This design comes from an exercise in tuning for small area on the open sky130 flow, not from production work. At most, simulation tests tie the RTL to the original design; equivalence was not proved. For runs 1 to 3, only the layout was checked, not whether the RTL still works.

===== flow/design.v =====
module Column (
  input  wire [7:0] x0, x1, x2, x3,
  input  wire [7:0] w0, w1, w2, w3,
  output wire [7:0] low,
  output wire       sat
);
  wire p0_0_0 = ~(x0[0] & w0[0]);
  wire p0_0_1 = ~(x0[0] & w0[1]);
  wire p0_0_2 = ~(x0[0] & w0[2]);
  wire p0_0_3 = ~(x0[0] & w0[3]);
  wire p0_0_4 = ~(x0[0] & w0[4]);
  wire p0_0_5 = ~(x0[0] & w0[5]);
  wire p0_0_6 = ~(x0[0] & w0[6]);
  wire p0_0_7 = ~(x0[0] & w0[7]);
  wire p0_1_0 = ~(x0[1] & w0[0]);
  wire p0_1_1 = ~(x0[1] & w0[1]);
  wire p0_1_2 = ~(x0[1] & w0[2]);
  wire p0_1_3 = ~(x0[1] & w0[3]);
  wire p0_1_4 = ~(x0[1] & w0[4]);
  wire p0_1_5 = ~(x0[1] & w0[5]);
  wire p0_1_6 = ~(x0[1] & w0[6]);
  wire p0_2_0 = ~(x0[2] & w0[0]);
  wire p0_2_1 = ~(x0[2] & w0[1]);
  wire p0_2_2 = ~(x0[2] & w0[2]);
  wire p0_2_3 = ~(x0[2] & w0[3]);
  wire p0_2_4 = ~(x0[2] & w0[4]);
  wire p0_2_5 = ~(x0[2] & w0[5]);
  wire p0_3_0 = ~(x0[3] & w0[0]);
  wire p0_3_1 = ~(x0[3] & w0[1]);
  wire p0_3_2 = ~(x0[3] & w0[2]);
  wire p0_3_3 = ~(x0[3] & w0[3]);
  wire p0_3_4 = ~(x0[3] & w0[4]);
  wire p0_4_0 = ~(x0[4] & w0[0]);
  wire p0_4_1 = ~(x0[4] & w0[1]);
  wire p0_4_2 = ~(x0[4] & w0[2]);
  wire p0_4_3 = ~(x0[4] & w0[3]);
  wire p0_5_0 = ~(x0[5] & w0[0]);
  wire p0_5_1 = ~(x0[5] & w0[1]);
  wire p0_5_2 = ~(x0[5] & w0[2]);
  wire p0_6_0 = ~(x0[6] & w0[0]);
  wire p0_6_1 = ~(x0[6] & w0[1]);
  wire p0_7_0 = ~(x0[7] & w0[0]);
  wire p1_0_0 = ~(x1[0] & w1[0]);
  wire p1_0_1 = ~(x1[0] & w1[1]);
  wire p1_0_2 = ~(x1[0] & w1[2]);
  wire p1_0_3 = ~(x1[0] & w1[3]);
  wire p1_0_4 = ~(x1[0] & w1[4]);
  wire p1_0_5 = ~(x1[0] & w1[5]);
  wire p1_0_6 = ~(x1[0] & w1[6]);
  wire p1_0_7 = ~(x1[0] & w1[7]);
  wire p1_1_0 = ~(x1[1] & w1[0]);
  wire p1_1_1 = ~(x1[1] & w1[1]);
  wire p1_1_2 = ~(x1[1] & w1[2]);
  wire p1_1_3 = ~(x1[1] & w1[3]);
  wire p1_1_4 = ~(x1[1] & w1[4]);
  wire p1_1_5 = ~(x1[1] & w1[5]);
  wire p1_1_6 = ~(x1[1] & w1[6]);
  wire p1_2_0 = ~(x1[2] & w1[0]);
  wire p1_2_1 = ~(x1[2] & w1[1]);
  wire p1_2_2 = ~(x1[2] & w1[2]);
  wire p1_2_3 = ~(x1[2] & w1[3]);
  wire p1_2_4 = ~(x1[2] & w1[4]);
  wire p1_2_5 = ~(x1[2] & w1[5]);
  wire p1_3_0 = ~(x1[3] & w1[0]);
  wire p1_3_1 = ~(x1[3] & w1[1]);
  wire p1_3_2 = ~(x1[3] & w1[2]);
  wire p1_3_3 = ~(x1[3] & w1[3]);
  wire p1_3_4 = ~(x1[3] & w1[4]);
  wire p1_4_0 = ~(x1[4] & w1[0]);
  wire p1_4_1 = ~(x1[4] & w1[1]);
  wire p1_4_2 = ~(x1[4] & w1[2]);
  wire p1_4_3 = ~(x1[4] & w1[3]);
  wire p1_5_0 = ~(x1[5] & w1[0]);
  wire p1_5_1 = ~(x1[5] & w1[1]);
  wire p1_5_2 = ~(x1[5] & w1[2]);
  wire p1_6_0 = ~(x1[6] & w1[0]);
  wire p1_6_1 = ~(x1[6] & w1[1]);
  wire p1_7_0 = ~(x1[7] & w1[0]);
  wire p2_0_0 = ~(x2[0] & w2[0]);
  wire p2_0_1 = ~(x2[0] & w2[1]);
  wire p2_0_2 = ~(x2[0] & w2[2]);
  wire p2_0_3 = ~(x2[0] & w2[3]);
  wire p2_0_4 = ~(x2[0] & w2[4]);
  wire p2_0_5 = ~(x2[0] & w2[5]);
  wire p2_0_6 = ~(x2[0] & w2[6]);
  wire p2_0_7 = ~(x2[0] & w2[7]);
  wire p2_1_0 = ~(x2[1] & w2[0]);
  wire p2_1_1 = ~(x2[1] & w2[1]);
  wire p2_1_2 = ~(x2[1] & w2[2]);
  wire p2_1_3 = ~(x2[1] & w2[3]);
  wire p2_1_4 = ~(x2[1] & w2[4]);
  wire p2_1_5 = ~(x2[1] & w2[5]);
  wire p2_1_6 = ~(x2[1] & w2[6]);
  wire p2_2_0 = ~(x2[2] & w2[0]);
  wire p2_2_1 = ~(x2[2] & w2[1]);
  wire p2_2_2 = ~(x2[2] & w2[2]);
  wire p2_2_3 = ~(x2[2] & w2[3]);
  wire p2_2_4 = ~(x2[2] & w2[4]);
  wire p2_2_5 = ~(x2[2] & w2[5]);
  wire p2_3_0 = ~(x2[3] & w2[0]);
  wire p2_3_1 = ~(x2[3] & w2[1]);
  wire p2_3_2 = ~(x2[3] & w2[2]);
  wire p2_3_3 = ~(x2[3] & w2[3]);
  wire p2_3_4 = ~(x2[3] & w2[4]);
  wire p2_4_0 = ~(x2[4] & w2[0]);
  wire p2_4_1 = ~(x2[4] & w2[1]);
  wire p2_4_2 = ~(x2[4] & w2[2]);
  wire p2_4_3 = ~(x2[4] & w2[3]);
  wire p2_5_0 = ~(x2[5] & w2[0]);
  wire p2_5_1 = ~(x2[5] & w2[1]);
  wire p2_5_2 = ~(x2[5] & w2[2]);
  wire p2_6_0 = ~(x2[6] & w2[0]);
  wire p2_6_1 = ~(x2[6] & w2[1]);
  wire p2_7_0 = ~(x2[7] & w2[0]);
  wire p3_0_0 = ~(x3[0] & w3[0]);
  wire p3_0_1 = ~(x3[0] & w3[1]);
  wire p3_0_2 = ~(x3[0] & w3[2]);
  wire p3_0_3 = ~(x3[0] & w3[3]);
  wire p3_0_4 = ~(x3[0] & w3[4]);
  wire p3_0_5 = ~(x3[0] & w3[5]);
  wire p3_0_6 = ~(x3[0] & w3[6]);
  wire p3_0_7 = ~(x3[0] & w3[7]);
  wire p3_1_0 = ~(x3[1] & w3[0]);
  wire p3_1_1 = ~(x3[1] & w3[1]);
  wire p3_1_2 = ~(x3[1] & w3[2]);
  wire p3_1_3 = ~(x3[1] & w3[3]);
  wire p3_1_4 = ~(x3[1] & w3[4]);
  wire p3_1_5 = ~(x3[1] & w3[5]);
  wire p3_1_6 = ~(x3[1] & w3[6]);
  wire p3_2_0 = ~(x3[2] & w3[0]);
  wire p3_2_1 = ~(x3[2] & w3[1]);
  wire p3_2_2 = ~(x3[2] & w3[2]);
  wire p3_2_3 = ~(x3[2] & w3[3]);
  wire p3_2_4 = ~(x3[2] & w3[4]);
  wire p3_2_5 = ~(x3[2] & w3[5]);
  wire p3_3_0 = ~(x3[3] & w3[0]);
  wire p3_3_1 = ~(x3[3] & w3[1]);
  wire p3_3_2 = ~(x3[3] & w3[2]);
  wire p3_3_3 = ~(x3[3] & w3[3]);
  wire p3_3_4 = ~(x3[3] & w3[4]);
  wire p3_4_0 = ~(x3[4] & w3[0]);
  wire p3_4_1 = ~(x3[4] & w3[1]);
  wire p3_4_2 = ~(x3[4] & w3[2]);
  wire p3_4_3 = ~(x3[4] & w3[3]);
  wire p3_5_0 = ~(x3[5] & w3[0]);
  wire p3_5_1 = ~(x3[5] & w3[1]);
  wire p3_5_2 = ~(x3[5] & w3[2]);
  wire p3_6_0 = ~(x3[6] & w3[0]);
  wire p3_6_1 = ~(x3[6] & w3[1]);
  wire p3_7_0 = ~(x3[7] & w3[0]);
  wire s1;
  wire c2;
  FullAdder fa2 (.a(p0_0_0), .b(p1_0_0), .c(p2_0_0), .s(s1), .co(c2));
  wire s3;
  wire c4;
  HalfAdderN ha4 (.an(p3_0_0), .bn(s1), .s(s3), .co(c4));
  wire s5;
  wire c6;
  FullAdder fa6 (.a(p0_0_1), .b(p0_1_0), .c(p1_0_1), .s(s5), .co(c6));
  wire s7;
  wire c8;
  FullAdder fa8 (.a(p1_1_0), .b(p2_0_1), .c(p2_1_0), .s(s7), .co(c8));
  wire s9;
  wire c10;
  FullAdder fa10 (.a(p3_0_1), .b(p3_1_0), .c(c2), .s(s9), .co(c10));
  wire s11;
  wire c12;
  FullAdder fa12 (.a(s5), .b(s7), .c(s9), .s(s11), .co(c12));
  wire i13;
  assign i13 = ~s11;
  wire s14;
  wire c15;
  HalfAdder ha15 (.a(c4), .b(i13), .s(s14), .co(c15));
  wire s16;
  wire c17;
  FullAdder fa17 (.a(p0_0_2), .b(p0_1_1), .c(p0_2_0), .s(s16), .co(c17));
  wire s18;
  wire c19;
  FullAdder fa19 (.a(p1_0_2), .b(p1_1_1), .c(p1_2_0), .s(s18), .co(c19));
  wire s20;
  wire c21;
  FullAdder fa21 (.a(p2_0_2), .b(p2_1_1), .c(p2_2_0), .s(s20), .co(c21));
  wire s22;
  wire c23;
  FullAdder fa23 (.a(p3_0_2), .b(p3_1_1), .c(p3_2_0), .s(s22), .co(c23));
  wire s24;
  wire c25;
  FullAdder fa25 (.a(c6), .b(c8), .c(s16), .s(s24), .co(c25));
  wire s26;
  wire c27;
  FullAdder fa27 (.a(s18), .b(s20), .c(s22), .s(s26), .co(c27));
  wire s28;
  wire c29;
  FullAdder fa29 (.a(c10), .b(s24), .c(s26), .s(s28), .co(c29));
  wire i30;
  assign i30 = ~c15;
  wire s31;
  wire c32;
  FullAdder fa32 (.a(c12), .b(s28), .c(i30), .s(s31), .co(c32));
  wire s33;
  wire c34;
  FullAdder fa34 (.a(p0_0_3), .b(p0_1_2), .c(p0_2_1), .s(s33), .co(c34));
  wire s35;
  wire c36;
  FullAdder fa36 (.a(p0_3_0), .b(p1_0_3), .c(p1_1_2), .s(s35), .co(c36));
  wire s37;
  wire c38;
  FullAdder fa38 (.a(p1_2_1), .b(p1_3_0), .c(p2_0_3), .s(s37), .co(c38));
  wire s39;
  wire c40;
  FullAdder fa40 (.a(p2_1_2), .b(p2_2_1), .c(p2_3_0), .s(s39), .co(c40));
  wire s41;
  wire c42;
  FullAdder fa42 (.a(p3_0_3), .b(p3_1_2), .c(p3_2_1), .s(s41), .co(c42));
  wire s43;
  wire c44;
  FullAdder fa44 (.a(p3_3_0), .b(c17), .c(c19), .s(s43), .co(c44));
  wire s45;
  wire c46;
  FullAdder fa46 (.a(c21), .b(c23), .c(s33), .s(s45), .co(c46));
  wire s47;
  wire c48;
  FullAdder fa48 (.a(s35), .b(s37), .c(s39), .s(s47), .co(c48));
  wire s49;
  wire c50;
  FullAdder fa50 (.a(s41), .b(s43), .c(c25), .s(s49), .co(c50));
  wire s51;
  wire c52;
  FullAdder fa52 (.a(c27), .b(s45), .c(s47), .s(s51), .co(c52));
  wire s53;
  wire c54;
  FullAdder fa54 (.a(c29), .b(s49), .c(s51), .s(s53), .co(c54));
  wire s55;
  wire c56;
  HalfAdderN ha56 (.an(s53), .bn(c32), .s(s55), .co(c56));
  wire s57;
  wire c58;
  FullAdder fa58 (.a(p0_0_4), .b(p0_1_3), .c(p0_2_2), .s(s57), .co(c58));
  wire s59;
  wire c60;
  FullAdder fa60 (.a(p0_3_1), .b(p0_4_0), .c(p1_0_4), .s(s59), .co(c60));
  wire s61;
  wire c62;
  FullAdder fa62 (.a(p1_1_3), .b(p1_2_2), .c(p1_3_1), .s(s61), .co(c62));
  wire s63;
  wire c64;
  FullAdder fa64 (.a(p1_4_0), .b(p2_0_4), .c(p2_1_3), .s(s63), .co(c64));
  wire s65;
  wire c66;
  FullAdder fa66 (.a(p2_2_2), .b(p2_3_1), .c(p2_4_0), .s(s65), .co(c66));
  wire s67;
  wire c68;
  FullAdder fa68 (.a(p3_0_4), .b(p3_1_3), .c(p3_2_2), .s(s67), .co(c68));
  wire s69;
  wire c70;
  FullAdder fa70 (.a(p3_3_1), .b(p3_4_0), .c(c34), .s(s69), .co(c70));
  wire s71;
  wire c72;
  FullAdder fa72 (.a(c36), .b(c38), .c(c40), .s(s71), .co(c72));
  wire s73;
  wire c74;
  FullAdder fa74 (.a(c42), .b(s57), .c(s59), .s(s73), .co(c74));
  wire s75;
  wire c76;
  FullAdder fa76 (.a(s61), .b(s63), .c(s65), .s(s75), .co(c76));
  wire s77;
  wire c78;
  FullAdder fa78 (.a(s67), .b(c44), .c(s69), .s(s77), .co(c78));
  wire s79;
  wire c80;
  FullAdder fa80 (.a(s71), .b(c46), .c(c48), .s(s79), .co(c80));
  wire s81;
  wire c82;
  FullAdder fa82 (.a(s73), .b(s75), .c(c50), .s(s81), .co(c82));
  wire s83;
  wire c84;
  FullAdder fa84 (.a(c52), .b(s77), .c(s79), .s(s83), .co(c84));
  wire s85;
  wire c86;
  FullAdder fa86 (.a(s81), .b(c54), .c(s83), .s(s85), .co(c86));
  wire i87;
  assign i87 = ~s85;
  wire s88;
  wire c89;
  HalfAdder ha89 (.a(i87), .b(c56), .s(s88), .co(c89));
  wire s90;
  wire c91;
  FullAdder fa91 (.a(p0_0_5), .b(p0_1_4), .c(p0_2_3), .s(s90), .co(c91));
  wire s92;
  wire c93;
  FullAdder fa93 (.a(p0_3_2), .b(p0_4_1), .c(p0_5_0), .s(s92), .co(c93));
  wire s94;
  wire c95;
  FullAdder fa95 (.a(p1_0_5), .b(p1_1_4), .c(p1_2_3), .s(s94), .co(c95));
  wire s96;
  wire c97;
  FullAdder fa97 (.a(p1_3_2), .b(p1_4_1), .c(p1_5_0), .s(s96), .co(c97));
  wire s98;
  wire c99;
  FullAdder fa99 (.a(p2_0_5), .b(p2_1_4), .c(p2_2_3), .s(s98), .co(c99));
  wire s100;
  wire c101;
  FullAdder fa101 (.a(p2_3_2), .b(p2_4_1), .c(p2_5_0), .s(s100), .co(c101));
  wire s102;
  wire c103;
  FullAdder fa103 (.a(p3_0_5), .b(p3_1_4), .c(p3_2_3), .s(s102), .co(c103));
  wire s104;
  wire c105;
  FullAdder fa105 (.a(p3_3_2), .b(p3_4_1), .c(p3_5_0), .s(s104), .co(c105));
  wire s106;
  wire c107;
  FullAdder fa107 (.a(c58), .b(c60), .c(c62), .s(s106), .co(c107));
  wire s108;
  wire c109;
  FullAdder fa109 (.a(c64), .b(c66), .c(c68), .s(s108), .co(c109));
  wire s110;
  wire c111;
  FullAdder fa111 (.a(s100), .b(s102), .c(s104), .s(s110), .co(c111));
  wire s112;
  wire c113;
  FullAdder fa113 (.a(s90), .b(s92), .c(s94), .s(s112), .co(c113));
  wire s114;
  wire c115;
  FullAdder fa115 (.a(s96), .b(s98), .c(c70), .s(s114), .co(c115));
  wire s116;
  wire c117;
  FullAdder fa117 (.a(c72), .b(s106), .c(s108), .s(s116), .co(c117));
  wire s118;
  wire c119;
  FullAdder fa119 (.a(c74), .b(c76), .c(s110), .s(s118), .co(c119));
  wire s120;
  wire c121;
  FullAdder fa121 (.a(s112), .b(s114), .c(c78), .s(s120), .co(c121));
  wire s122;
  wire c123;
  FullAdder fa123 (.a(c80), .b(s116), .c(s118), .s(s122), .co(c123));
  wire s124;
  wire c125;
  FullAdder fa125 (.a(c82), .b(c84), .c(s120), .s(s124), .co(c125));
  wire s126;
  wire c127;
  FullAdder fa127 (.a(s122), .b(c86), .c(s124), .s(s126), .co(c127));
  wire i128;
  assign i128 = ~s126;
  wire s129;
  wire c130;
  HalfAdder ha130 (.a(i128), .b(c89), .s(s129), .co(c130));
  wire s131;
  wire c132;
  FullAdder fa132 (.a(p0_0_6), .b(p0_1_5), .c(p0_2_4), .s(s131), .co(c132));
  wire s133;
  wire c134;
  FullAdder fa134 (.a(p0_3_3), .b(p0_4_2), .c(p0_5_1), .s(s133), .co(c134));
  wire s135;
  wire c136;
  FullAdder fa136 (.a(p0_6_0), .b(p1_0_6), .c(p1_1_5), .s(s135), .co(c136));
  wire s137;
  wire c138;
  FullAdder fa138 (.a(p1_2_4), .b(p1_3_3), .c(p1_4_2), .s(s137), .co(c138));
  wire s139;
  wire c140;
  FullAdder fa140 (.a(p1_5_1), .b(p1_6_0), .c(p2_0_6), .s(s139), .co(c140));
  wire s141;
  wire c142;
  FullAdder fa142 (.a(p2_1_5), .b(p2_2_4), .c(p2_3_3), .s(s141), .co(c142));
  wire s143;
  wire c144;
  FullAdder fa144 (.a(p2_4_2), .b(p2_5_1), .c(p2_6_0), .s(s143), .co(c144));
  wire s145;
  wire c146;
  FullAdder fa146 (.a(p3_0_6), .b(p3_1_5), .c(p3_2_4), .s(s145), .co(c146));
  wire s147;
  wire c148;
  FullAdder fa148 (.a(p3_3_3), .b(p3_4_2), .c(p3_5_1), .s(s147), .co(c148));
  wire s149;
  wire c150;
  FullAdder fa150 (.a(p3_6_0), .b(c101), .c(c103), .s(s149), .co(c150));
  wire s151;
  wire c152;
  FullAdder fa152 (.a(c105), .b(c91), .c(c93), .s(s151), .co(c152));
  wire s153;
  wire c154;
  FullAdder fa154 (.a(c95), .b(c97), .c(c99), .s(s153), .co(c154));
  wire s155;
  wire c156;
  FullAdder fa156 (.a(s131), .b(s133), .c(s135), .s(s155), .co(c156));
  wire s157;
  wire c158;
  FullAdder fa158 (.a(s137), .b(s139), .c(s141), .s(s157), .co(c158));
  wire s159;
  wire c160;
  FullAdder fa160 (.a(s143), .b(s145), .c(s147), .s(s159), .co(c160));
  wire s161;
  wire c162;
  FullAdder fa162 (.a(c107), .b(c109), .c(s149), .s(s161), .co(c162));
  wire s163;
  wire c164;
  FullAdder fa164 (.a(s151), .b(s153), .c(c111), .s(s163), .co(c164));
  wire s165;
  wire c166;
  FullAdder fa166 (.a(c113), .b(s155), .c(s157), .s(s165), .co(c166));
  wire s167;
  wire c168;
  FullAdder fa168 (.a(s159), .b(c115), .c(c117), .s(s167), .co(c168));
  wire s169;
  wire c170;
  FullAdder fa170 (.a(c119), .b(s161), .c(s163), .s(s169), .co(c170));
  wire s171;
  wire c172;
  FullAdder fa172 (.a(s165), .b(c121), .c(s167), .s(s171), .co(c172));
  wire s173;
  wire c174;
  FullAdder fa174 (.a(c123), .b(s169), .c(c125), .s(s173), .co(c174));
  wire s175;
  wire c176;
  FullAdder fa176 (.a(s171), .b(c127), .c(s173), .s(s175), .co(c176));
  wire i177;
  assign i177 = ~s175;
  wire s178;
  wire c179;
  HalfAdder ha179 (.a(c130), .b(i177), .s(s178), .co(c179));
  wire s180;
  wire c181;
  FullAdder fa181 (.a(p0_0_7), .b(p0_1_6), .c(p0_2_5), .s(s180), .co(c181));
  wire s182;
  wire c183;
  FullAdder fa183 (.a(p0_3_4), .b(p0_4_3), .c(p0_5_2), .s(s182), .co(c183));
  wire s184;
  wire c185;
  FullAdder fa185 (.a(p0_6_1), .b(p0_7_0), .c(p1_0_7), .s(s184), .co(c185));
  wire s186;
  wire c187;
  FullAdder fa187 (.a(p1_1_6), .b(p1_2_5), .c(p1_3_4), .s(s186), .co(c187));
  wire s188;
  wire c189;
  FullAdder fa189 (.a(p1_4_3), .b(p1_5_2), .c(p1_6_1), .s(s188), .co(c189));
  wire s190;
  wire c191;
  FullAdder fa191 (.a(p1_7_0), .b(p2_0_7), .c(p2_1_6), .s(s190), .co(c191));
  wire s192;
  wire c193;
  FullAdder fa193 (.a(p2_2_5), .b(p2_3_4), .c(p2_4_3), .s(s192), .co(c193));
  wire s194;
  wire c195;
  FullAdder fa195 (.a(p2_5_2), .b(p2_6_1), .c(p2_7_0), .s(s194), .co(c195));
  wire s196;
  wire c197;
  FullAdder fa197 (.a(p3_0_7), .b(p3_1_6), .c(p3_2_5), .s(s196), .co(c197));
  wire s198;
  wire c199;
  FullAdder fa199 (.a(p3_3_4), .b(p3_4_3), .c(p3_5_2), .s(s198), .co(c199));
  wire s200;
  wire c201;
  FullAdder fa201 (.a(p3_6_1), .b(p3_7_0), .c(c132), .s(s200), .co(c201));
  wire s202;
  wire c203;
  FullAdder fa203 (.a(c134), .b(c136), .c(c138), .s(s202), .co(c203));
  wire s204;
  wire c205;
  FullAdder fa205 (.a(c140), .b(c142), .c(c144), .s(s204), .co(c205));
  wire s206;
  wire c207;
  FullAdder fa207 (.a(c146), .b(c148), .c(s180), .s(s206), .co(c207));
  wire s208;
  wire c209;
  FullAdder fa209 (.a(s182), .b(s184), .c(s186), .s(s208), .co(c209));
  wire s210;
  wire c211;
  FullAdder fa211 (.a(s188), .b(s190), .c(s192), .s(s210), .co(c211));
  wire s212;
  wire c213;
  FullAdder fa213 (.a(s194), .b(s196), .c(s198), .s(s212), .co(c213));
  wire s214;
  wire c215;
  FullAdder fa215 (.a(c150), .b(c152), .c(c154), .s(s214), .co(c215));
  wire s216;
  wire c217;
  FullAdder fa217 (.a(s200), .b(s202), .c(s204), .s(s216), .co(c217));
  wire s218;
  wire c219;
  FullAdder fa219 (.a(c156), .b(c158), .c(c160), .s(s218), .co(c219));
  wire s220;
  wire c221;
  FullAdder fa221 (.a(s206), .b(s208), .c(s210), .s(s220), .co(c221));
  wire s222;
  wire c223;
  FullAdder fa223 (.a(s212), .b(s214), .c(c162), .s(s222), .co(c223));
  wire s224;
  wire c225;
  FullAdder fa225 (.a(c164), .b(c166), .c(s216), .s(s224), .co(c225));
  wire s226;
  wire c227;
  FullAdder fa227 (.a(s218), .b(s220), .c(c168), .s(s226), .co(c227));
  wire s228;
  wire c229;
  FullAdder fa229 (.a(c170), .b(s222), .c(s224), .s(s228), .co(c229));
  wire s230;
  wire c231;
  FullAdder fa231 (.a(c172), .b(s226), .c(s228), .s(s230), .co(c231));
  wire s232;
  wire c233;
  FullAdder fa233 (.a(c174), .b(s230), .c(c176), .s(s232), .co(c233));
  wire i234;
  assign i234 = ~s232;
  wire s235;
  wire c236;
  HalfAdder ha236 (.a(c179), .b(i234), .s(s235), .co(c236));
  assign low = {s235, s178, s129, s88, s55, ~s31, s14, s3};
  wire cout = ~c181 | ~c183 | ~c185 | ~c187 | ~c189 | ~c191 | ~c193 | ~c195 | ~c197 | ~c199 | ~c201 | ~c203 | ~c205 | ~c207 | ~c209 | ~c211 | ~c213 | ~c215 | ~c217 | ~c219 | ~c221 | ~c223 | ~c225 | ~c227 | ~c229 | ~c231 | ~c233 | c236;
  wire hi = (x0[1] & (|w0[7:7])) |
    (x0[2] & (|w0[7:6])) |
    (x0[3] & (|w0[7:5])) |
    (x0[4] & (|w0[7:4])) |
    (x0[5] & (|w0[7:3])) |
    (x0[6] & (|w0[7:2])) |
    (x0[7] & (|w0[7:1])) |
    (x1[1] & (|w1[7:7])) |
    (x1[2] & (|w1[7:6])) |
    (x1[3] & (|w1[7:5])) |
    (x1[4] & (|w1[7:4])) |
    (x1[5] & (|w1[7:3])) |
    (x1[6] & (|w1[7:2])) |
    (x1[7] & (|w1[7:1])) |
    (x2[1] & (|w2[7:7])) |
    (x2[2] & (|w2[7:6])) |
    (x2[3] & (|w2[7:5])) |
    (x2[4] & (|w2[7:4])) |
    (x2[5] & (|w2[7:3])) |
    (x2[6] & (|w2[7:2])) |
    (x2[7] & (|w2[7:1])) |
    (x3[1] & (|w3[7:7])) |
    (x3[2] & (|w3[7:6])) |
    (x3[3] & (|w3[7:5])) |
    (x3[4] & (|w3[7:4])) |
    (x3[5] & (|w3[7:3])) |
    (x3[6] & (|w3[7:2])) |
    (x3[7] & (|w3[7:1]));
  assign sat = cout | hi;
endmodule
module FullAdder (
  input  wire a, b, c,
  output wire s, co
);
  assign s  = a ^ b ^ c;
  assign co = (a & b) | (a & c) | (b & c);
endmodule
module HalfAdder (
  input  wire a, b,
  output wire s, co
);
  assign s  = a ^ b;
  assign co = a & b;
endmodule
module HalfAdderN (
  input  wire an, bn,
  output wire s, co
);
  assign s  = an ^ bn;
  assign co = ~(an | bn);
endmodule
module Activation (
  input  wire       sat,
  input  wire [7:0] low,
  output wire [7:0] y
);
  wire keep = (|low[7:4]) | (low[3] & (low[2] | low[1]));
  assign y = {8{sat}} | (low & {8{keep}});
endmodule
module Array (
  input  wire        clk  ,
  input  wire        rst  ,
  input  wire        start,
  input  wire [31:0] a_in ,
  input  wire [31:0] w_in ,
  output wire [31:0] y_out,
  output wire        ready,
  output wire        done
);
  reg [4:0] cnt;
  always @(posedge clk or posedge rst) begin
    if (rst) cnt <= 5'd0;
    else if (cnt == 5'd0) cnt <= start ? 5'd1 : 5'd0;
    else if (cnt == 5'd17) cnt <= 5'd0;
    else cnt <= cnt + 5'd1;
  end
  assign ready = cnt == 5'd0;
  assign done  = cnt == 5'd17;
  wire load = (cnt >= 5'd1) && (cnt <= 5'd4);
  reg [7:0] w [0:3][0:3];
  always @(posedge clk) begin
    if (load) begin
      for (int j = 0; j < 4; j++) begin
        w[0][j] <= w_in[8*j+:8];
        for (int i = 1; i < 4; i++) w[i][j] <= w[i-1][j];
      end
    end
  end
  reg [7:0] a0d1, a0d2, a0d3, a0d4, a1d1, a1d2, a1d3, a2d1, a2d2, a3d1;
  always @(posedge clk) begin
    a0d1 <= a_in[7:0];   a0d2 <= a0d1; a0d3 <= a0d2; a0d4 <= a0d3;
    a1d1 <= a_in[15:8];  a1d2 <= a1d1; a1d3 <= a1d2;
    a2d1 <= a_in[23:16]; a2d2 <= a2d1;
    a3d1 <= a_in[31:24];
  end
  wire [7:0] yv [0:3];
  genvar j;
  generate
    for (j = 0; j < 4; j = j + 1) begin : col
      wire [7:0] low;
      wire       sat;
      Column c (
        .x0(a0d4), .x1(a1d3), .x2(a2d2), .x3(a3d1),
        .w0(w[0][j]), .w1(w[1][j]), .w2(w[2][j]), .w3(w[3][j]),
        .low(low), .sat(sat)
      );
      Activation act (.sat(sat), .low(low), .y(yv[j]));
    end
  endgenerate
  reg [7:0] r0, r1a, r1b, r2a, r2b, r2c, r3a, r3b, r3c, r3d;
  always @(posedge clk) begin
    r0  <= yv[0];
    r1a <= yv[1]; r1b <= r1a;
    r2a <= yv[2]; r2b <= r2a; r2c <= r2b;
    r3a <= yv[3]; r3b <= r3a; r3c <= r3b; r3d <= r3c;
  end
  assign y_out = {r3d, r2c, r1b, r0};
endmodule
module top #(parameter N = 4) (
  input  wire           clk  ,
  input  wire           rst  ,
  input  wire           start,
  input  wire [8*N-1:0] a_in ,
  input  wire [8*N-1:0] w_in ,
  output wire [8*N-1:0] y_out,
  output wire           ready,
  output wire           done
);
  Array dut (
    .clk  (clk  ),
    .rst  (rst  ),
    .start(start),
    .a_in (a_in ),
    .w_in (w_in ),
    .y_out(y_out),
    .ready(ready),
    .done (done )
  );
endmodule

===== flow/run.sh =====
#!/bin/bash
# synth_recipe.tcl (not shown) runs the flow's synth.tcl, then flattens the netlist and writes it again
# the make line also repeats each setting of config.mk as NAME=value (left out here)
make -C /OpenROAD-flow-scripts/flow DESIGN_CONFIG=/design/flow/config.mk WORK_HOME=/design/flow/orfs CLKGATE_MAP_FILE= SYNTH_SCRIPT=/design/flow/synth_recipe.tcl finish

===== flow/config.mk =====
export PLATFORM = sky130hd
export DESIGN_NAME = top
export DESIGN_NICKNAME = top
export VERILOG_FILES = /design/flow/design.v
export SDC_FILE = /design/flow/constraint.sdc
export NUM_CORES = 4
export LEC_CHECK = 0
export CAP_MARGIN = 20
export CORE_MARGIN = 2
export CORE_UTILIZATION = 40
export SLEW_MARGIN = 20
export SYNTH_HIERARCHICAL = 1

===== flow/constraint.sdc =====
create_clock -name core_clock -period 5.0 [get_ports {clk}]
set_input_delay 1.0000 -clock core_clock [delete_from_list [all_inputs] [get_ports {clk}]]
set_output_delay 1.0000 -clock core_clock [all_outputs]
set_load 0.01 [all_outputs]

==> flow_metrics.tcl, run 1 <==
set metrics [dict create \
    synth-main-ff-cell "dfxtp_1" \
    postSynthCellCount 1748 \
    route.detailed.drc 0 \
    path_cells "buf_6, nand2_4, fa_2, fa_1, fa_1, fa_1, fa_1, fa_1, fa_1, inv_1, ha_2, nand4b_1, or4_4, nor4_4, nand4_1, buf_6, or2_4" \
    maxSlewHeadroom_pct 43.7 \
    htree_num_levels 2 \
    worstSetupStartpointType "flip-flop" \
    clk_pin_slew_ps 60 \
    antenna_found_initial 0 \
    clock.fmax_ghz 0.169 \
    worstPathRequired_ps 5450 \
    cp_slowest_cell "fa_1" \
    vias 15300 \
    final_util_pct 53.7 \
    layout_setup_ws_ps -934 \
    grt_start_max_net_pins 129 \
    worstSkewPairLatency_ps 560 \
    drt_wl_total_mm 66.7 \
    stdcell_count 2870 \
    die_w_um 232 \
    drv_cap 0 \
    synth-async-reset-ratio_pct 1.71 \
    placedCellCount 2741 \
    drive_gt1_share_pct 29.0 \
    setup_tns_ps -27290 \
    min_path_type "flip-flop to flip-flop" \
    period_share_pct 119 \
    critPathKind "flip-flop to flip-flop" \
    wl_met1_mm 26.2 \
    io_buffers 100 \
    coreArea_sq_um 51400 \
    grt_overflow 0 \
    start_util_pct 40.6 \
    viasPerCell 5.33 \
    grt_pass1_wl_mm 101 \
    syn_nets 2278 \
    yosysTopAreaCell "fa_1" \
    numClockSinks 293 \
    clock-root-buffer "clkbuf_16" \
    syn_avg_cell_area_sq_um 11.9 \
    dr.first_iter.drc_count 1492 \
    final-hold-violation-count 0 \
    yosysSeqAreaShare_pct 34.4 \
    endpoint_kind "flip-flop" \
    fin_area_sq_um 27600 \
    fin_skew_ps 18.0 \
    path_delay_family "adder cells" \
    ys_ff_latch 293 \
    cpMostUsedCell "fa_1" \
    cts_tree "built" \
    ys_warn_count 9 \
    largest_register_ffs 128 \
    regMostFlops "dut.w" \
    grt_usage_pct 25.7 \
    areaGrowthSynthToFinish_pct 32.3 \
    dr.pass1.iters 5 \
    nets 2694 \
    cpPeakStageDelay_ps 600 \
    critPathArrivalTime_ps 6380 \
    finalMaxSlewViolations 0 \
    first_global_vias 17000 \
    critPathMaxFanout 5 \
    status "finished with violations" \
    die_area_sq_um 54000 \
    cts_inserted_buffers 34 \
    wl_per_cell_um 23.2 \
    synth_edf_count 128 \
    dr_wl_met3_mm 5.28 \
    path_buf_inv 3 \
    postRouteAntennaNets 0 \
    antenna_cells 0 \
    worstMarginPinSlew_ps 845 \
    grt_setup_unrepaired "true" \
    ctsLongestPathBuffers 3 \
    so.violations "negative setup slack" \
    ioPinCount 101 \
    met2_length_mm 31.4 \
    hpwl_mm 50.0 \
    die_h_um 232 \
    ys_types 46 \
    preCtsSetupSlack_ps -1110 \
    post_dp_cell_area_sq_um 25300 \
    routed.top_layer "met4" \
    holdWs_ps 318 \
    min_period_ps 5930 \
    rows 83 \
    synthTopCellsByArea "fa_1 41%, edfxtp_1 18%, dfxtp_1 15%, nand2_1 11%, ha_1 1.9%" \
    synth_top_area_share_pct 41.5 \
    netlist_area_sq_um 20900 \
    gp_congestion 0.950 \
    setup_violations 32 \
]
-- layout by cell type (no fill, tap or decap), types with 19 or more instances in the layout --
cell type | synthesis | final
clkdlybuf4s50_1 | 0 | 100
nand2_1 | 584 | 563
fa_2 | 0 | 96
dfxtp_4 | 0 | 19
nand4_1 | 28 | 28
edfxtp_1 | 128 | 128
inv_1 | 57 | 54
dfxtp_1 | 160 | 138
fa_1 | 432 | 336
o21ai_0 | 25 | 25
ha_1 | 31 | 25
buf_12 | 0 | 45
buf_4 | 29 | 303
clkbuf_16 | 0 | 43
-- final timing paths --
| kind | from | endpoint | slack, ps | depth (start not counted) |
|---|---|---|---|---|
| setup reg to reg | dut.w[4][0]$_DFFE_PP_ | dut.r0[4]$_DFF_P_ | -930 | 17 |
| hold / removal | dut.r2b[7]$_DFF_P_ | dut.r2c[7]$_DFF_P_ | 320 | 0 |
| hold reg to reg | dut.r2b[7]$_DFF_P_ | dut.r2c[7]$_DFF_P_ | 320 | 0 |
| min in group asynchronous | rst | dut.cnt[1]$_DFF_PP0_ | 650 | 2 |
| setup / recovery | dut.w[4][0]$_DFFE_PP_ | dut.r0[4]$_DFF_P_ | -930 | 17 |
| max in group asynchronous | rst | dut.cnt[0]$_DFF_PP0_ | 4150 | 2 |
-- synthesized netlist by cell type (4+ instances only) --
master and number:
a21oi_1 14, nor4_4 4, o32a_1 4, dfxtp_1 160, nor2_1 21, or4_1 8
a211oi_1 8, o21ai_0 25, nand4_1 28, or2_2 16, ha_1 31, edfxtp_1 128
nor3_1 9, nand3_1 9, buf_2 4, a222oi_1 4, nand2_1 584, o211ai_1 8
o31ai_1 16, fa_1 432, dfrtp_1 5, o22ai_1 8, buf_4 29, nor4_1 21
inv_1 57, a22oi_1 4, o21a_2 4, and4_1 5, a22o_1 8, nand4b_1 4
clkbuf_1 56, or4_4 4, a221oi_2 4, inv_2 4, nand3b_1 8
-- Yosys stat by module, one instance, submodules excluded, excerpt --
module,cell area [sq um],flops+latches
Array,7400,293
FullAdder,20.0,0
Activation,100,0
HalfAdder,12.5,0
Column,1000,0
HalfAdderN,20.0,0
-- layer usage --
metal	vias up	global-route usage, %
met3	200	4.72
met5	-	0
met2	735	41.6
met1	7839	32.9
met4	0	13.3
li1	6532	-
-- cell type report --
class	instances	area [sq um]
Clock inverter	15	124
Tap cell	680	851
Clock buffer	47	1090
Fill cell	4427	23800
Inverter	61	229
Timing Repair Buffer	471	4510
Multi-Input combinational cell	1303	13500
Sequential cell	293	7250
-- repair_timing --
item | 4_1_cts | 5_1_grt
hold buffers | 0 | 0
resized for setup | 68 | 38
cloned | 3 | 2
buffers inserted | 48 | 14
pin swaps | 17 | 12
setup endpoints to repair | 32 | 32
-- worst register-to-register path, stage by stage, from the launching register on --
cell      delay (ps)
edfxtp_1         520
buf_6            170
nand2_4           40
fa_2             350
fa_1             600
fa_1             450
fa_1             510
fa_1             520
fa_1             440
fa_1             520
inv_1             50
ha_2             170
nand4b_1         160
or4_4            430
nor4_4           140
nand4_1          280
buf_6            240
or2_4            230
-- cells by family (layout without fill, tap and decap cells) --
kind of cell / Yosys count / count (layout) / share of synthesized area [%]
AO/OA/AOI/OAI: 112 / 112 / 3.86
XOR/XNOR: 1 / 1 / 0.0420
adder cells (fa/ha/maj): 463 / 463 / 43.3
buffers and inverters: 152 / 594 / 3.35
flip-flops: 293 / 293 / 34.4
multiplexers: 2 / 2 / 0.0960
AND/OR/NAND/NOR: 725 / 725 / 15.0
==> inputs of run 2 (changes only) <==
--- a/flow/design.v
+++ b/flow/design.v
@@ -604,3 +604,4 @@
   end
-  wire [7:0] yv [0:3];
+  wire [7:0] low [0:3];
+  wire [3:0] sat;
   genvar j;
@@ -608,4 +609,2 @@
     for (j = 0; j < 4; j = j + 1) begin : col
-      wire [7:0] low;
-      wire       sat;
       Column c (
@@ -613,15 +612,25 @@
         .w0(w[0][j]), .w1(w[1][j]), .w2(w[2][j]), .w3(w[3][j]),
-        .low(low), .sat(sat)
+        .low(low[j]), .sat(sat[j])
       );
-      Activation act (.sat(sat), .low(low), .y(yv[j]));
     end
   endgenerate
-  reg [7:0] r0, r1a, r1b, r2a, r2b, r2c, r3a, r3b, r3c, r3d;
+  reg [8:0] s0, s1, s2, s3;
   always @(posedge clk) begin
-    r0  <= yv[0];
-    r1a <= yv[1]; r1b <= r1a;
-    r2a <= yv[2]; r2b <= r2a; r2c <= r2b;
-    r3a <= yv[3]; r3b <= r3a; r3c <= r3b; r3d <= r3c;
+    s0 <= {sat[0], low[0]};
+    s1 <= {sat[1], low[1]};
+    s2 <= {sat[2], low[2]};
+    s3 <= {sat[3], low[3]};
   end
-  assign y_out = {r3d, r2c, r1b, r0};
+  wire [7:0] y0, y1, y2, y3;
+  Activation act0 (.sat(s0[8]), .low(s0[7:0]), .y(y0));
+  Activation act1 (.sat(s1[8]), .low(s1[7:0]), .y(y1));
+  Activation act2 (.sat(s2[8]), .low(s2[7:0]), .y(y2));
+  Activation act3 (.sat(s3[8]), .low(s3[7:0]), .y(y3));
+  reg [7:0] r1b, r2b, r2c, r3b, r3c, r3d;
+  always @(posedge clk) begin
+    r1b <= y1;
+    r2b <= y2; r2c <= r2b;
+    r3b <= y3; r3c <= r3b; r3d <= r3c;
+  end
+  assign y_out = {r3d, r2c, r1b, y0};
 endmodule
==> run 2 against run 1 <==
Die area up 0.38%. Largest cell class unchanged. Sequential cell count grew 4. Count of clock-buffer cells in the layout increased by 1. The layout still fails its checks (negative setup slack). Critical path depth up 1. Fmax is 7.8% higher. Highest routed layer unchanged. Register-to-register slack better by 430 ps. Sequential share of layout area increased by 0.85 points. Design area decreased by 2.1%. First-iteration DRC count shrank 21%. Clock skew rose by 11 ps. Non-clock buffer count shrank 47.
==> flow_metrics.tcl, run 2 <==
set metrics [dict create \
    status "finished with violations" \
    so.violations "negative setup slack" \
    hpwl_mm 51.6 \
    gp_congestion 0.959 \
    clock.fmax_ghz 0.182 \
    numClockSinks 297 \
    clock-root-buffer "clkbuf_16" \
    ys_types 46 \
    regArea_sq_um 7320 \
    grt_pass1_wl_mm 101 \
    worstHoldStart "dut.a1d1[7]$_DFF_P_" \
    layout_setup_ws_ps -503 \
    ys_ff_latch 297 \
    route.detailed.drc 0 \
    post_dp_cell_area_sq_um 24800 \
    grt_use_met2_pct 42.5 \
    rows 83 \
    min_to "dut.a1d2[7]$_DFF_P_" \
    reg2reg_from "dut.a1d3[0]$_DFF_P_" \
    r2r_slack_ps -500 \
    worstPathRequired_ps 5420 \
    worstSkewPairLatency_ps 560 \
    drv_cap 0 \
    final-hold-violation-count 0 \
    hold_buffers 0 \
    coreArea_sq_um 51500 \
    largest_register_ffs 128 \
    fin_skew_ps 29.3 \
    htree_num_levels 2 \
    die_h_um 233 \
    ys_warn_count 9 \
    crit_start "dut.a1d3[0]$_DFF_P_" \
    synth_top_area_share_pct 41.3 \
    die_area_sq_um 54200 \
    vias 15100 \
    drt_wl_total_mm 65.8 \
    grt_use_met3_pct 5.07 \
    postRouteAntennaNets 0 \
    synthTopCellsByArea "fa_1 41%, edfxtp_1 18%, dfxtp_1 16%, nand2_1 10%, ha_1 1.9%" \
    clk_pin_slew_ps 60 \
    yosysTopAreaCell "fa_1" \
    multi_input_area_sq_um 13400 \
    io_buffers 100 \
    synth-async-reset-ratio_pct 1.68 \
    viasPerCell 5.33 \
    start_util_pct 40.7 \
    synth.most_common_cell "nand2_1" \
    final_util_pct 52.4 \
    antenna_cells 0 \
    stdcell_count 2831 \
    layout_commonest_cell "nand2_1" \
    grt_util_met1_pct 32.7 \
    grt_overflow 0 \
    nFillCells 4544 \
    min_period_ps 5500 \
    finalMaxSlewViolations 0 \
    syn_nets 2282 \
    ctsLongestPathBuffers 3 \
    ioPinCount 101 \
    regMostFlops "dut.w" \
    endpoint_kind "flip-flop" \
    grt.busiest_layer "met2" \
    grt_setup_unrepaired "true" \
    cts_tree "built" \
    critPathArrivalTime_ps 5920 \
    timing.rr.end "dut.s1[8]$_DFF_P_" \
    nets 2653 \
    grt_start_max_net_pins 129 \
    critPathKind "flip-flop to flip-flop" \
    postSynthCellCount 1752 \
    synth_edf_count 128 \
    grt_usage_pct 25.5 \
    synth-main-ff-cell "dfxtp_1" \
    placedCellCount 2721 \
    worstSetupStartpointType "flip-flop" \
    min_path_type "flip-flop to flip-flop" \
    syn_avg_cell_area_sq_um 12.0 \
    die_w_um 233 \
    worstMarginPinSlew_ps 845 \
    cts_inserted_buffers 36 \
    maxSlewHeadroom_pct 43.7 \
    drive_gt1_share_pct 26.4 \
    period_share_pct 110 \
    rr_worst_depth 18 \
    synth_common_cells "584 x nand2_1, 432 x fa_1, 164 x dfxtp_1, 128 x edfxtp_1, 57 x inv_1" \
    wl_per_cell_um 23.3 \
    setup_violations 4 \
    worst_hold_path.num_cells 0 \
    netlist_area_sq_um 20900 \
    antenna_found_initial 0 \
    dr.first_iter.drc_count 1183 \
    fin_area_sq_um 27000 \
    dr.pass1.iters 5 \
    yosysSeqAreaShare_pct 34.6 \
    layout_common_cells "575 x nand2_1, 335 x fa_1, 264 x buf_4" \
    first_global_vias 16800 \
    areaGrowthSynthToFinish_pct 29.0 \
    critPathMaxFanout 3 \
]
-- run 2: how the worst max path moves through the flow --
| stage | endpoint | cells after the start |
|---|---|---|
| global route | dut.s1[8]$_DFF_P_ | 18 |
| finish | dut.s1[8]$_DFF_P_ | 18 |
| detailed placement | dut.s2[8]$_DFF_P_ | 15 |
| CTS | dut.s1[8]$_DFF_P_ | 18 |
| floorplan | dut.w[0][0]$_DFFE_PP_ | 4 |
| global placement | dut.s2[8]$_DFF_P_ | 15 |
-- run 2: cells by family after synthesis --
kind of cell / count (synthesis) / share of synthesized area [%]
mux: 2 / 0.0956
flops: 297 / 34.6
xor+xnor: 1 / 0.0418
compound gates: 112 / 3.84
buf+inv: 152 / 3.34
simple gates: 725 / 14.9
fa+ha+maj: 463 / 43.1
-- run 2: layout make-up --
class                   count  area share [%]
multi-input cells        1303            49.6
well taps                 680            3.15
clock inverters            18           0.570
flip-flops and latches    297            27.1
clock buffers              48            3.89
repair buffers            424            14.8
inverters                  61           0.848
-- run 2: critical path, stage by stage (launching register included) --
cell and delay [ps]:
dfxtp_4 360, buf_12 130, buf_16 130, buf_12 130
buf_4 140, nand2_2 50, fa_1 450, fa_1 490
fa_2 360, fa_1 510, fa_1 540, fa_1 440
fa_1 520, inv_1 60, ha_4 160, nand4b_1 170
or4_4 440, nor4_4 150, nand4_1 120
-- run 2: what timing repair did --
item	in CTS	in global routing
pin swaps	40	37
gates cloned	2	0
endpoints found under the hold margin	0	0
resized for setup	95	55
setup buffers	34	9
endpoints found under the setup margin	8	4
-- run 2: Yosys stat by module (local to each module, per instance), a selection --
module      area [sq um]  flops+latches  times used  cells inside
Array               7480            297           1           328
Activation           100              0           4            16
Column              1000              0           4           221
FullAdder           20.0              0         432             1
HalfAdder           12.5              0          20             1
HalfAdderN          20.0              0           8             3
-- run 2: metrics by stage --
step                TNS (ps)  hold WS (ps)  setup slack (ps)
global placement       -3990           310              -963
detailed placement     -4520           312             -1140
CTS                    -1920           317              -521
finish                 -1780           316              -503
global route           -2440           322              -695
floorplan             -66760           309              -513
-- run 2: layer usage --
metal | vias to the layer above | part of all wire [%]
met5 | - | 0
met4 | 0 | 4.6
met3 | 176 | 7.8
met2 | 724 | 48
met1 | 7741 | 39
li1 | 6451 | -
==> inputs of run 3 (changes only) <==
--- a/flow/config.mk
+++ b/flow/config.mk
@@ -9,3 +9,4 @@
 export CORE_MARGIN = 2
-export CORE_UTILIZATION = 40
+export CORE_UTILIZATION = 60
+export GPL_TIMING_DRIVEN = 0
 export SLEW_MARGIN = 20
==> run 3 against run 2 <==
Synthesized cell count unchanged. The layout still fails its checks (negative setup slack). Global-route usage up 10 points. Highest routed layer is now met5. First-iteration DRC count rose by 17%.
==> flow_metrics.tcl, run 3 <==
set metrics [dict create \
    maxSlewHeadroom_pct 34.6 \
    post_dp_cell_area_sq_um 23000 \
    vias 15100 \
    dr.pass1.iters 6 \
    layout_common_cells "573 x nand2_1, 346 x fa_1, 137 x dfxtp_1" \
    wl_per_cell_um 25.3 \
    critPathKind "flip-flop to flip-flop" \
    drt_wl_total_mm 62.5 \
    nets 2519 \
    coreArea_sq_um 34500 \
    die_h_um 191 \
    synth-async-reset-ratio_pct 1.68 \
    cts_tree "built" \
    drive_gt1_share_pct 21.4 \
    synth_common_cells "584 x nand2_1, 432 x fa_1, 164 x dfxtp_1, 128 x edfxtp_1, 57 x inv_1" \
    rows 68 \
    die_w_um 191 \
    io_buffers 100 \
    netlist_area_sq_um 20900 \
    synth_edf_count 128 \
    worstMarginPinSlew_ps 980 \
    antenna_cells 0 \
    synthTopCellsByArea "fa_1 41%, edfxtp_1 18%, dfxtp_1 16%, nand2_1 10%, ha_1 1.9%" \
    reg2reg_from "dut.a0d4[7]$_DFF_P_" \
    worstSetupStartpointType "flip-flop" \
    fin_area_sq_um 25500 \
    die_area_sq_um 36400 \
    synth_top_area_share_pct 41.3 \
    rr_worst_depth 13 \
    largest_register_ffs 128 \
    ys_warn_count 9 \
    dr.first_iter.drc_count 1385 \
    ys_ff_latch 297 \
    start_util_pct 60.8 \
    ys_types 46 \
    postSynthCellCount 1752 \
    yosysTopAreaCell "fa_1" \
    cts_inserted_buffers 30 \
    layout_setup_ws_ps -772 \
    grt_pass1_wl_mm 95.2 \
    hpwl_mm 41.7 \
    critPathMaxFanout 16 \
    yosysSeqAreaShare_pct 34.6 \
    period_share_pct 115 \
    so.violations "negative setup slack" \
    drv_cap 0 \
    grt_setup_unrepaired "true" \
    r2r_slack_ps -770 \
    ctsLongestPathBuffers 3 \
    worstPathRequired_ps 5370 \
    postRouteAntennaNets 0 \
    htree_num_levels 1 \
    viasPerCell 6.10 \
    antenna_found_initial 2 \
    grt_overflow 0 \
    ioPinCount 101 \
    worst_hold_path.num_cells 0 \
    syn_avg_cell_area_sq_um 12.0 \
    timing.rr.end "dut.s3[8]$_DFF_P_" \
    min_to "dut.a1d2[5]$_DFF_P_" \
    nFillCells 2318 \
    synth-main-ff-cell "dfxtp_1" \
    setup_violations 4 \
    finalMaxSlewViolations 0 \
    fin_skew_ps 40.8 \
    grt_start_max_net_pins 29 \
    numClockSinks 297 \
    regMostFlops "dut.w" \
    critPathArrivalTime_ps 6140 \
    gp_congestion 0.943 \
    min_period_ps 5770 \
    route.detailed.drc 0 \
    min_path_type "flip-flop to flip-flop" \
    clock.fmax_ghz 0.173 \
    syn_nets 2282 \
    areaGrowthSynthToFinish_pct 21.9 \
    final-hold-violation-count 0 \
    endpoint_kind "flip-flop" \
    grt_usage_pct 36.0 \
    first_global_vias 16700 \
    clk_pin_slew_ps 60 \
    status "finished with violations" \
    worstSkewPairLatency_ps 610 \
    layout_commonest_cell "nand2_1" \
    clock-root-buffer "clkbuf_16" \
    worstHoldStart "dut.a1d1[5]$_DFF_P_" \
    synth.most_common_cell "nand2_1" \
]
==> run 3: changes by cell type in the layout (fill, tap and decap cells not counted), sizes merged <==
cell / delta
clkinvlp: -1
clkbuf: +30
inv: +6
clkinv: -4
buf: -168
bufbuf: -1
==> run 3: Yosys stat by module (local to each module, per instance), excerpt <==
| module | flip-flops and latches | area (sq um) | cells inside | times used |
|---|---|---|---|---|
| HalfAdder | 0 | 12.5 | 1 | 20 |
| Activation | 0 | 100 | 16 | 4 |
| Array | 297 | 7480 | 328 | 1 |
| Column | 0 | 1000 | 221 | 4 |
| HalfAdderN | 0 | 20.0 | 3 | 8 |
| FullAdder | 0 | 20.0 | 1 | 432 |
==> run 3: how the worst max path moves through the flow <==
stage | slack, ps | endpoint | start | cells past startpoint
2_1_floorplan | -510 | dut.w[0][0]$_DFFE_PP_ | dut.cnt[1]$_DFF_PP0_ | 4
3_3_place_gp | -2470 | dut.w[4][2]$_DFFE_PP_ | dut.cnt[1]$_DFF_PP0_ | 4
3_5_place_dp | -1390 | dut.s3[8]$_DFF_P_ | dut.a0d4[6]$_DFF_P_ | 14
4_1_cts | -840 | dut.s2[8]$_DFF_P_ | dut.a0d4[3]$_DFF_P_ | 16
5_1_grt | -890 | dut.s2[8]$_DFF_P_ | dut.a1d3[3]$_DFF_P_ | 16
6_report | -770 | dut.s3[8]$_DFF_P_ | dut.a0d4[7]$_DFF_P_ | 13
==> run 3: logic make-up (layout without fill, tap and decap cells) <==
logic type	after synthesis	in the layout	share of synthesized area, %
flip-flops	297	297	34.6
buffers and inverters	152	413	3.34
XOR/XNOR	1	1	0.0418
adder cells (fa/ha/maj)	463	463	43.1
AND/OR/NAND/NOR	725	725	14.9
multiplexers	2	2	0.0956
AO/OA/AOI/OAI	112	112	3.84
==> run 3: critical path: stages, from the launching register on <==
cell,delay [ps]
dfxtp_1,960
nand2_1,180
fa_1,570
fa_1,460
fa_1,570
fa_1,450
fa_1,500
fa_1,550
inv_2,60
ha_4,170
nand4b_1,160
or4_4,440
nor4_4,190
nand4_1,280
==> run 3: layer usage <==
metal | track usage [%] | routed length, um | share of wire (%)
met5 | 0 | 32 | 0.051
met4 | 18.5 | 3960 | 6.3
met3 | 11.4 | 7850 | 13
met2 | 57.5 | 29300 | 47
met1 | 44.1 | 21300 | 34
==> run 3: area by class of cell <==
cell class                      instances  area, sq um  share of cell area, %
Buffer                                 85          903                   3.54
Clock buffer                           37          840                   3.29
Clock inverter                         19          169                  0.662
Inverter                               61          229                  0.897
Multi-Input combinational cell       1303        13400                   52.4
Sequential cell                       297         7350                   28.8
Tap cell                              455          569                   2.23
Timing Repair Buffer                  211         2090                   8.18
==> run 3: what timing repair did <==
action,in CTS,in global routing
resized for setup,147,50
setup buffers,80,18
hold buffers,0,0
pin swaps,40,33
endpoints found under the setup margin,8,5
==> run 3: through the flow <==
stage	setup WS [ps]	std cells	util [%]	hold slack, ps	TNS, ps
3_3_place_gp	-2470	2307	66.4	309	-319270
6_report	-772	2468	74.1	305	-2930
4_1_cts	-844	2452	73.3	307	-3100
2_1_floorplan	-513	1752	-	309	-66760
3_5_place_dp	-1390	2320	66.8	312	-6340
5_1_grt	-891	2468	74.1	323	-3340
==> inputs of run 4 (changes only) <==
--- a/flow/design.v
+++ b/flow/design.v
@@ -3,4 +3,5 @@
   input  wire [7:0] w0, w1, w2, w3,
-  output wire [7:0] low,
-  output wire       sat
+  output wire [7:0] lowr,
+  output wire       sat_a,
+  output wire       sat_b
 );
@@ -225,6 +226,6 @@
   wire c50;
-  FullAdder fa50 (.a(s41), .b(s43), .c(c25), .s(s49), .co(c50));
+  FullAdder fa50 (.a(s41), .b(c25), .c(c27), .s(s49), .co(c50));
   wire s51;
   wire c52;
-  FullAdder fa52 (.a(c27), .b(s45), .c(s47), .s(s51), .co(c52));
+  FullAdder fa52 (.a(s43), .b(s45), .c(s47), .s(s51), .co(c52));
   wire s53;
@@ -267,6 +268,6 @@
   wire c78;
-  FullAdder fa78 (.a(s67), .b(c44), .c(s69), .s(s77), .co(c78));
+  FullAdder fa78 (.a(s67), .b(c44), .c(c46), .s(s77), .co(c78));
   wire s79;
   wire c80;
-  FullAdder fa80 (.a(s71), .b(c46), .c(c48), .s(s79), .co(c80));
+  FullAdder fa80 (.a(c48), .b(s69), .c(s71), .s(s79), .co(c80));
   wire s81;
@@ -326,12 +327,12 @@
   wire c117;
-  FullAdder fa117 (.a(c72), .b(s106), .c(s108), .s(s116), .co(c117));
+  FullAdder fa117 (.a(c72), .b(c74), .c(c76), .s(s116), .co(c117));
   wire s118;
   wire c119;
-  FullAdder fa119 (.a(c74), .b(c76), .c(s110), .s(s118), .co(c119));
+  FullAdder fa119 (.a(s106), .b(s108), .c(s110), .s(s118), .co(c119));
   wire s120;
   wire c121;
-  FullAdder fa121 (.a(s112), .b(s114), .c(c78), .s(s120), .co(c121));
+  FullAdder fa121 (.a(s112), .b(c78), .c(c80), .s(s120), .co(c121));
   wire s122;
   wire c123;
-  FullAdder fa123 (.a(c80), .b(s116), .c(s118), .s(s122), .co(c123));
+  FullAdder fa123 (.a(s114), .b(s116), .c(s118), .s(s122), .co(c123));
   wire s124;
@@ -346,3 +347,3 @@
   wire c130;
-  HalfAdder ha130 (.a(i128), .b(c89), .s(s129), .co(c130));
+  HalfAdder ha130 (.a(c89), .b(i128), .s(s129), .co(c130));
   wire s131;
@@ -394,9 +395,9 @@
   wire c162;
-  FullAdder fa162 (.a(c107), .b(c109), .c(s149), .s(s161), .co(c162));
+  FullAdder fa162 (.a(c107), .b(c109), .c(c111), .s(s161), .co(c162));
   wire s163;
   wire c164;
-  FullAdder fa164 (.a(s151), .b(s153), .c(c111), .s(s163), .co(c164));
+  FullAdder fa164 (.a(c113), .b(s149), .c(s151), .s(s163), .co(c164));
   wire s165;
   wire c166;
-  FullAdder fa166 (.a(c113), .b(s155), .c(s157), .s(s165), .co(c166));
+  FullAdder fa166 (.a(s153), .b(s155), .c(s157), .s(s165), .co(c166));
   wire s167;
@@ -477,6 +478,6 @@
   wire c217;
-  FullAdder fa217 (.a(s200), .b(s202), .c(s204), .s(s216), .co(c217));
+  FullAdder fa217 (.a(c156), .b(c158), .c(c160), .s(s216), .co(c217));
   wire s218;
   wire c219;
-  FullAdder fa219 (.a(c156), .b(c158), .c(c160), .s(s218), .co(c219));
+  FullAdder fa219 (.a(s200), .b(s202), .c(s204), .s(s218), .co(c219));
   wire s220;
@@ -486,6 +487,6 @@
   wire c223;
-  FullAdder fa223 (.a(s212), .b(s214), .c(c162), .s(s222), .co(c223));
+  FullAdder fa223 (.a(s212), .b(c162), .c(c164), .s(s222), .co(c223));
   wire s224;
   wire c225;
-  FullAdder fa225 (.a(c164), .b(c166), .c(s216), .s(s224), .co(c225));
+  FullAdder fa225 (.a(s214), .b(c166), .c(s216), .s(s224), .co(c225));
   wire s226;
@@ -507,5 +508,29 @@
   HalfAdder ha236 (.a(c179), .b(i234), .s(s235), .co(c236));
-  assign low = {s235, s178, s129, s88, s55, ~s31, s14, s3};
-  wire cout = ~c181 | ~c183 | ~c185 | ~c187 | ~c189 | ~c191 | ~c193 | ~c195 | ~c197 | ~c199 | ~c201 | ~c203 | ~c205 | ~c207 | ~c209 | ~c211 | ~c213 | ~c215 | ~c217 | ~c219 | ~c221 | ~c223 | ~c225 | ~c227 | ~c229 | ~c231 | ~c233 | c236;
-  wire hi = (x0[1] & (|w0[7:7])) |
+  assign lowr = {s235, s178, s129, s88, s55, s31, s14, s3};
+  assign sat_a = ~c181 |
+    ~c183 |
+    ~c185 |
+    ~c187 |
+    ~c189 |
+    ~c191 |
+    ~c193 |
+    ~c195 |
+    ~c197 |
+    ~c199 |
+    ~c201 |
+    ~c203 |
+    ~c205 |
+    ~c207 |
+    ~c209 |
+    ~c211 |
+    ~c213 |
+    ~c215 |
+    ~c217 |
+    ~c219 |
+    ~c221 |
+    ~c223 |
+    ~c225 |
+    ~c227 |
+    ~c229 |
+    (x0[1] & (|w0[7:7])) |
     (x0[2] & (|w0[7:6])) |
@@ -537,3 +562,3 @@
     (x3[7] & (|w3[7:1]));
-  assign sat = cout | hi;
+  assign sat_b = ~c231 | ~c233 | c236;
 endmodule
@@ -561,6 +586,9 @@
 module Activation (
-  input  wire       sat,
-  input  wire [7:0] low,
+  input  wire       sat_a,
+  input  wire       sat_b,
+  input  wire [7:0] lowr,
   output wire [7:0] y
 );
+  wire [7:0] low = lowr ^ 8'b00000100;
+  wire sat  = sat_a | sat_b;
   wire keep = (|low[7:4]) | (low[3] & (low[2] | low[1]));
@@ -604,4 +632,4 @@
   end
-  wire [7:0] low [0:3];
-  wire [3:0] sat;
+  wire [7:0] lowr [0:3];
+  wire [3:0] sat_a, sat_b;
   genvar j;
@@ -612,3 +640,3 @@
         .w0(w[0][j]), .w1(w[1][j]), .w2(w[2][j]), .w3(w[3][j]),
-        .low(low[j]), .sat(sat[j])
+        .lowr(lowr[j]), .sat_a(sat_a[j]), .sat_b(sat_b[j])
       );
@@ -616,14 +644,14 @@
   endgenerate
-  reg [8:0] s0, s1, s2, s3;
+  reg [9:0] s0, s1, s2, s3;
   always @(posedge clk) begin
-    s0 <= {sat[0], low[0]};
-    s1 <= {sat[1], low[1]};
-    s2 <= {sat[2], low[2]};
-    s3 <= {sat[3], low[3]};
+    s0 <= {sat_b[0], sat_a[0], lowr[0]};
+    s1 <= {sat_b[1], sat_a[1], lowr[1]};
+    s2 <= {sat_b[2], sat_a[2], lowr[2]};
+    s3 <= {sat_b[3], sat_a[3], lowr[3]};
   end
   wire [7:0] y0, y1, y2, y3;
-  Activation act0 (.sat(s0[8]), .low(s0[7:0]), .y(y0));
-  Activation act1 (.sat(s1[8]), .low(s1[7:0]), .y(y1));
-  Activation act2 (.sat(s2[8]), .low(s2[7:0]), .y(y2));
-  Activation act3 (.sat(s3[8]), .low(s3[7:0]), .y(y3));
+  Activation act0 (.sat_a(s0[8]), .sat_b(s0[9]), .lowr(s0[7:0]), .y(y0));
+  Activation act1 (.sat_a(s1[8]), .sat_b(s1[9]), .lowr(s1[7:0]), .y(y1));
+  Activation act2 (.sat_a(s2[8]), .sat_b(s2[9]), .lowr(s2[7:0]), .y(y2));
+  Activation act3 (.sat_a(s3[8]), .sat_b(s3[9]), .lowr(s3[7:0]), .y(y3));
   reg [7:0] r1b, r2b, r2c, r3b, r3c, r3d;
--- a/flow/config.mk
+++ b/flow/config.mk
@@ -9,4 +9,3 @@
 export CORE_MARGIN = 2
-export CORE_UTILIZATION = 60
-export GPL_TIMING_DRIVEN = 0
+export CORE_UTILIZATION = 40
 export SLEW_MARGIN = 20
==> run 4 against run 3 <==
The run now finishes clean. Critical path depth is 1 higher. Non-clock buffer count is 48 lower. Via count is 3.1% lower. Worst setup slack better by 890 ps. Count of clock-buffer cells in the layout is 14 higher. Fmax is 18% higher. Register-to-register slack better by 890 ps. First-iteration DRC count is 17% lower. Highest routed layer unchanged.
==> flow_metrics.tcl, run 4 <==
set metrics [dict create \
    rr_worst_depth 14 \
    dr.pass1.iters 8 \
    min_period_ps 4880 \
    yosysSeqAreaShare_pct 34.8 \
    numClockSinks 301 \
    synth_edf_count 128 \
    layout_setup_ws_ps 120 \
    syn_avg_cell_area_sq_um 12.0 \
    status "finished clean" \
    critPathArrivalTime_ps 5340 \
    worstMarginPinSlew_ps 799 \
    cts_tree "built" \
    synth-main-ff-cell "dfxtp_1" \
    grt_start_max_net_pins 96 \
    reg2reg_from "dut.a0d4[0]$_DFF_P_" \
    nets 2477 \
    postRouteAntennaNets 0 \
    clock.fmax_ghz 0.205 \
    final-hold-violation-count 0 \
    wl_per_cell_um 24.2 \
    preCtsSetupSlack_ps -28.6 \
    ioPinCount 101 \
    period_share_pct 97.6 \
    path_buf_inv 3 \
    cpPeakStageDelay_ps 560 \
    maxSlewHeadroom_pct 46.7 \
    endpoint_kind "flip-flop" \
    synth_top_area_share_pct 41.0 \
    crit_start "dut.a0d4[0]$_DFF_P_" \
    layout_common_cells "596 x nand2_1, 406 x fa_1, 158 x dfxtp_1" \
]
-- run 4: changes by cell type after synthesis, sizes merged, moves of 12 or more --
cell   delta
nand2    +12
or3      +36
or2      -16
a22oi    +16
nor4     -12
o31ai    -12
nor2     -12
-- run 4: logic make-up (layout without fill, tap and decap cells) --
| family | count (synthesis) | after routing | synth area share, % |
|---|---|---|---|
| fa+ha+maj | 463 | 463 | 42.9 |
| xor+xnor | 1 | 1 | 0.0416 |
| mux | 2 | 2 | 0.0950 |
| buf+inv | 152 | 365 | 3.37 |
| flops | 301 | 301 | 34.8 |
| simple gates | 737 | 737 | 15.2 |
| compound gates | 104 | 104 | 3.60 |
| other cells | 0 | 1 | 0 |
-- run 4: area by class of cell --
cell class              instances  area, sq um
diodes                          1         2.50
fillers                      4660        26900
inverters                      53          199
well taps                     688          861
clock inverters                13          136
repair buffers                248         2640
clock buffers                  51         1130
flip-flops and latches        301         7360
multi-input cells            1307        13100
-- run 4: worst register-to-register path: stages (launching register included) --
cell	delay, ps
dfxtp_4	370
buf_12	120
buf_12	150
nand2_1	110
fa_1	560
fa_1	450
fa_2	380
fa_1	460
fa_1	490
fa_1	400
fa_1	410
fa_1	490
inv_1	40
ha_1	160
nand3b_1	150
-- run 4: what timing repair did --
action / 4_1_cts / 5_1_grt
cloned: 0 / 8
setup endpoints to repair: 4 / 8
pin swaps: 0 / 8
resized for setup: 1 / 45
setup buffers: 0 / 18
-- run 4: metal layers --
metal	routed length [um]	vias to the layer above	track usage (%)
met2	30500	814	38.2
met1	24000	7482	29.4
li1	-	6089	-
met3	6270	209	4.30
met4	3710	4	12.2
met5	25	-	0
-- run 4: modules after synthesis (local to each module, per instance), excerpt --
module      copies in the design  flops+latches  cell area, sq um  cells inside
Array                          1            301              7560           332
Activation                     4              0               101            15
HalfAdder                     20              0              12.5             1
HalfAdderN                     8              0              20.0             3
Column                         4              0              1010           223
FullAdder                    432              0              20.0             1
-- run 4: how the worst min path moves through the flow --
stage | start | endpoint | depth (start not counted)
after global placement | dut.a0d3[1]$_DFF_P_ | dut.a0d4[1]$_DFF_P_ | 0
after global routing | dut.a1d2[0]$_DFF_P_ | dut.a1d3[0]$_DFF_P_ | 0
after floorplan | dut.a0d1[0]$_DFF_P_ | dut.a0d2[0]$_DFF_P_ | 0
after detailed placement | dut.a0d1[3]$_DFF_P_ | dut.a0d2[3]$_DFF_P_ | 0
after CTS | dut.a0d2[1]$_DFF_P_ | dut.a0d3[1]$_DFF_P_ | 0
final | dut.a0d3[0]$_DFF_P_ | dut.a0d4[0]$_DFF_P_ | 0
-- run 4: per-stage QoR --
stage	instance area, sq um	hold WS (ps)	instances	utilization, %
after CTS	25000	325	2635	47.7
after detailed placement	23700	312	2571	45.3
after global routing	25500	326	2661	48.7
after floorplan	21100	310	1760	-
final	25500	321	2662	48.7
after global placement	23700	310	2571	45.3

## separate check: timing with driven ports
The flow's constraints put no driver on any port. The routed layouts listed below were extracted and timed again, unchanged, in two steps.
Step 1 (the two cells are an assumption about what drives the block):
set clk [get_ports {clk}]
set_driving_cell -lib_cell sky130_fd_sc_hd__clkbuf_16 $clk
set_driving_cell -lib_cell sky130_fd_sc_hd__buf_2 [delete_from_list [all_inputs] $clk]
Step 2 times the ports against the registers' clock, not the clock port: input delays grow and output delays shrink by t, the midpoint of the rising clock arrivals with the driver on.
Three values: no drivers, after step 1, after step 2; two values: the first two.
| run | t, ns | slack for setup (ns) | worst hold slack (ns) | latest minus earliest clock arrival (ns) |
|---|---|---|---|---|
| run 1 | 0.607 | -0.934 / -0.934 / -0.934 | 0.318 / 0.318 / 0.318 | 0.023 / 0.023 |
| run 2 | 0.603 | -0.503 / -0.503 / -0.503 | 0.316 / 0.316 / 0.316 | 0.032 / 0.032 |
| run 3 | 0.641 | -0.772 / -0.772 / -0.772 | 0.305 / 0.305 / 0.305 | 0.043 / 0.044 |
| run 4 | 0.617 | 0.120 / 0.120 / 0.120 | 0.321 / 0.321 / 0.321 | 0.031 / 0.031 |
